Background: an optimization exercise with open tools, aiming at small area and a short achievable clock period. Do not read the settings as production practice. In this exercise RTL edits were held to simulation tests only and were not proved equivalent to the original. No driver is modelled on the clock port, so clocking that relies on it looks cheaper here than on a real chip. Power and IR drop assume default switching activity.

==> flow/design.v <==
`timescale 1ns/10ps
module FP_MUL(CLK, RESET, ENABLE, DATA_IN, DATA_OUT, READY);
input         CLK;
input         RESET;
input         ENABLE;
input   [7:0] DATA_IN;
output  [7:0] DATA_OUT;
output        READY;
reg     [7:0] DATA_OUT;
reg           READY;
reg     [6:0] t;
always @(posedge CLK) begin
	if (RESET || t == 7'd72)
		t <= 7'd0;
	else
		t <= t + 7'd1;
end
reg op;
always @(posedge CLK) begin
	if (t == 7'd16)
		op <= ENABLE;
end
reg    [51:0] A;
reg    [10:0] E;
reg           s;
reg    [39:0] B;
wire    [4:0] elo = {1'b0, E[3:0]} + {1'b0, DATA_OUT[7:4]} + 5'd1;
always @(posedge CLK) begin
	if (t == 7'd1) A[7:0]   <= DATA_IN;
	if (t == 7'd2) A[15:8]  <= DATA_IN;
	if (t == 7'd3) A[23:16] <= DATA_IN;
	if (t == 7'd4) A[31:24] <= DATA_IN;
	if (t == 7'd5) A[39:32] <= DATA_IN;
	if (t == 7'd6) A[47:40] <= DATA_IN;
	if (t == 7'd7) A[51:48] <= DATA_IN[3:0];
end
always @(posedge CLK) begin
	if (t == 7'd7)
		E[3:0] <= DATA_IN[7:4];
	else if (t == 7'd16)
		E[3:0] <= elo[3:0];
	if (t == 7'd8)
		E[10:4] <= DATA_IN[6:0];
	else if (t == 7'd17)
		E[10:4] <= E[10:4] + DATA_OUT[6:0] + {6'd0, rc} + 7'h40;
end
always @(posedge CLK) begin
	if (t == 7'd8)
		s <= DATA_IN[7];
	else if (t == 7'd16)
		s <= s ^ DATA_IN[7];
end
integer k, j;
always @(posedge CLK) begin
	B <= {2'b00, B[39:2]};
	for (k = 0; k < 7; k = k + 1)
		if (t == 7'd9 + k)
			for (j = 0; j < 8; j = j + 1)
				if (6*k + j < 40)
					B[6*k + j] <= DATA_IN[j];
	if (t == 7'd16)
		B[38] <= 1'b1;
	if (t < 7'd9 || t > 7'd35)
		B[1:0] <= 2'b00;
end
reg    [54:0] Sn;
reg    [26:0] Kn;
reg           cflag;
reg           rc;
wire          run = (t >= 7'd10) && (t <= 7'd62);
wire          b0  = B[0];
wire          b1  = B[1];
wire   [52:0] MA   = {1'b1, A};
wire   [55:0] pp0n = ~({56{b0}} & {3'd0, MA});
wire   [55:0] pp1n = ~({56{b1}} & {2'd0, MA, 1'b0});
wire   [55:0] Sxn  = {1'b1, Sn};
wire   [55:0] s1n;
wire   [55:0] c1n;
assign c1n[0]  = 1'b1;
assign s1n[0]  = ~(Sxn[0] ^ pp0n[0]);
assign c1n[1]  = Sxn[0] | pp0n[0];
assign s1n[53] = ~(Sxn[53] ^ pp1n[53]);
assign c1n[54] = Sxn[53] | pp1n[53];
assign s1n[54] = Sxn[54];
assign c1n[55] = 1'b1;
assign s1n[55] = 1'b1;
genvar i;
generate for (i = 1; i < 53; i = i + 1) begin : row
	FP_MUL_fa fa (.a(Sxn[i]), .b(pp0n[i]), .c(pp1n[i]), .s(s1n[i]), .co(c1n[i+1]));
end endgenerate
wire   [54:0] rn;
wire   [26:0] kn;       
wire   [27:0] hn;
assign rn[0] = ~(s1n[0] ^ Kn[0]);
assign hn[0] = s1n[0] | Kn[0];
assign rn[54] = ~(s1n[54] ^ c1n[54]);
genvar m;
generate for (m = 0; m < 27; m = m + 1) begin : pair
	if (m > 0) begin : l
		FP_MUL_fa lo (.a(s1n[2*m]), .b(c1n[2*m]), .c(Kn[m]), .s(rn[2*m]), .co(hn[m]));
	end
	FP_MUL_fa hi (.a(s1n[2*m+1]), .b(c1n[2*m+1]), .c(hn[m]), .s(rn[2*m+1]), .co(kn[m]));
end endgenerate
wire          out0 = ~rn[0];
wire          out1 = ~rn[1];
wire          ins1 = (t >= 7'd35) & out1;
wire          ins0 = (t >= 7'd36) & out0;
always @(posedge CLK) begin
	Kn <= kn;
	if (run)
		Sn <= {~ins1, ~ins0, rn[54:2]};
	else
		Sn <= {8'hff, Sn[54:8]};
end
wire   [54:0] S = ~Sn;
wire    [7:0] win = cflag ? S[9:2] : S[8:1];
wire    [7:0] X   = (t == 7'd70) ? {s, E[10:4]} :
                    (t == 7'd69) ? {E[3:0], win[3:0]} : win;
wire    [4:0] lo  = {1'b0, X[3:0]} + {4'd0, rc};
wire          c4  = (t == 7'd69) ? cflag : lo[4];
wire    [3:0] hi  = {1'b0, X[6:4]} + {3'd0, c4};
wire          b7  = (t == 7'd70) ? X[7] : X[7] ^ hi[3];
wire          c8  = X[7] & hi[3];
always @(posedge CLK) begin
	if (t == 7'd62)
		cflag <= out1;
end
always @(posedge CLK) begin
	if (t == 7'd16)
		rc <= elo[4];
	else if (t == 7'd62)
		rc <= out1 ? S[3] : S[2];
	else
		rc <= c8;
end
always @(posedge CLK) begin
	if (t == 7'd15 || t == 7'd16)
		DATA_OUT <= DATA_IN;
	else
		DATA_OUT <= {b7, hi[2:0], lo[3:0]};
end
always @(posedge CLK) begin
	if (RESET)
		READY <= 1'b0;
	else
		READY <= op && (t >= 7'd63) && (t <= 7'd70);
end
endmodule
module FP_MUL_fa(a, b, c, s, co);
input  a, b, c;
output s, co;
assign s  = a ^ b ^ c;
assign co = (a & b) | (a & c) | (b & c);
endmodule
==> flow/config.mk <==
export PLATFORM = sky130hd
export DESIGN_NAME = FP_MUL
export DESIGN_NICKNAME = FP_MUL
export VERILOG_FILES = /design/flow/design.v
export SDC_FILE = /design/flow/constraint.sdc
export NUM_CORES = 4
export LEC_CHECK = 0
export CAP_MARGIN = 20
export CORE_MARGIN = 2
export CORE_UTILIZATION = 40
export SLEW_MARGIN = 20
==> flow/constraint.sdc <==
create_clock -name core_clock -period 12.5 [get_ports {CLK}]
set_input_delay 2.5000 -clock core_clock [delete_from_list [all_inputs] [get_ports {CLK}]]
set_output_delay 2.5000 -clock core_clock [all_outputs]
set_load 0.01 [all_outputs]
standard.sh (not shown) runs the stock make flow with config.mk's settings and CLKGATE_MAP_FILE= SYNTH_SCRIPT=/design/flow/synth_recipe.tcl, a recipe that flattens the netlist after the stock synthesis.
==> flow/flow/run.sh <==
#!/bin/bash
# Standard ORFS layout (the standard.sh) with these changes:
#  - port buffers use buf_2 instead of the default pick (a slow delay cell);
#  - the design is synthesized module by module (SYNTH_HIERARCHICAL=1, then
#    flattened by synth_recipe.tcl) so each FP_MUL_fa instance maps to one fa cell;
#  - after CTS, the clock tree's middle level is removed (collapse_clk.tcl), so
#    the clock reaches every register through two buffers instead of three.
# Each tool's output goes to a log file in this folder; ORFS keeps its step logs in orfs/logs.
set -euo pipefail
VARS=("BUFFER_PORTS_ARGS=-buffer_cell sky130_fd_sc_hd__buf_2"
      SETUP_SLACK_MARGIN=9.3 SYNTH_HIERARCHICAL=1 ABC_AREA=1 CTS_CLUSTER_SIZE=30 CTS_CLUSTER_DIAMETER=100)
bash standard.sh "${VARS[@]}" cts > make_cts.log 2>&1
R=orfs/results/sky130hd/FP_MUL/base
CTS_ODB=$R/4_cts.odb openroad -no_init -exit flow/collapse_clk.tcl > collapse_clk.log 2>&1
bash standard.sh "${VARS[@]}" finish > make_finish.log 2>&1
Other scripts of this flow, unchanged in this note and not shown: flow/flow/collapse_clk.tcl
Edit:
--- a/flow/flow/run.sh
+++ b/flow/flow/run.sh
@@ -4,2 +3,0 @@
-#  - the design is synthesized module by module (SYNTH_HIERARCHICAL=1, then
-#    flattened by synth_recipe.tcl) so each FP_MUL_fa instance maps to one fa cell;
@@ -11 +9 @@
-      SETUP_SLACK_MARGIN=9.3 SYNTH_HIERARCHICAL=1 ABC_AREA=1 CTS_CLUSTER_SIZE=30 CTS_CLUSTER_DIAMETER=100)
+      SETUP_SLACK_MARGIN=9.0 SYNTH_HIERARCHICAL=1 CTS_CLUSTER_SIZE=30 CTS_CLUSTER_DIAMETER=100)
After rerunning: Sequential share of layout area goes up by 0.51 points. Total power went down by 26%. Core utilization shrinks by 0.54 points. Register-to-register slack got worse by 0.29 ns.
Edit:
--- a/flow/flow/run.sh
+++ b/flow/flow/run.sh
@@ -9 +9 @@
-      SETUP_SLACK_MARGIN=9.0 SYNTH_HIERARCHICAL=1 CTS_CLUSTER_SIZE=30 CTS_CLUSTER_DIAMETER=100)
+      SETUP_SLACK_MARGIN=9.3 SYNTH_HIERARCHICAL=1 CTS_CLUSTER_SIZE=30 CTS_CLUSTER_DIAMETER=100)
Effect: Utilization rises by 0.48 points; global-route usage rises by 0.13 points; non-clock buffer count rises by 7.
Edit:
--- a/flow/flow/run.sh
+++ b/flow/flow/run.sh
@@ -9 +9 @@
-      SETUP_SLACK_MARGIN=9.3 SYNTH_HIERARCHICAL=1 CTS_CLUSTER_SIZE=30 CTS_CLUSTER_DIAMETER=100)
+      SETUP_SLACK_MARGIN=9.6 SYNTH_HIERARCHICAL=1 CTS_CLUSTER_SIZE=30 CTS_CLUSTER_DIAMETER=100)
What happened: The changed run passed the timing, DRC and antenna checks; core utilization went up by 0.72 points; total power stays flat; worst setup slack hardly moves; global-route usage goes down by 0.33 points; synthesized area stays the same; sequential power barely changes; via count barely changes; final area climbs by 1.6%; die area stays the same; final cell count grows by 0.86%; register-to-register slack is better by 0.22 ns.

[static timing again, ports no longer ideal]
The flow's constraints put no driver on any port. The routed layouts listed below were extracted and timed again, unchanged, in two steps. Step 1 sets driving cells, clkbuf_16 on the clock port and buf_2 on the other inputs (assumed; they add their load-dependent delay and slew). Step 2, shift: input delay + t, output delay - t, t = (earliest + latest rising clock arrival at the registers) / 2. This alone moves slack from input paths to output paths. Slacks: no drivers / after step 1 / after step 2; pairs: no drivers / after step 1.
| run | t (ns) | setup slack, ns | worst setup path at the end | latest minus earliest clock arrival (ns) |
|---|---|---|---|---|
| the first run | 0.446 | 9.109 / 9.063 / 9.067 | input to register | 0.019 / 0.019 |
| the second run | 0.441 | 9.054 / 9.010 / 9.156 | input to register | 0.023 / 0.024 |
| the third run | 0.441 | 9.099 / 9.056 / 9.165 | input to register | 0.024 / 0.023 |
| the fourth run | 0.441 | 9.098 / 9.051 / 9.186 | input to register | 0.018 / 0.017 |
After both steps every run listed still meets setup and hold. For the first run, which loses most, drivers alone change the setup slack by -0.046 ns; drivers and shift together by -0.042 ns.
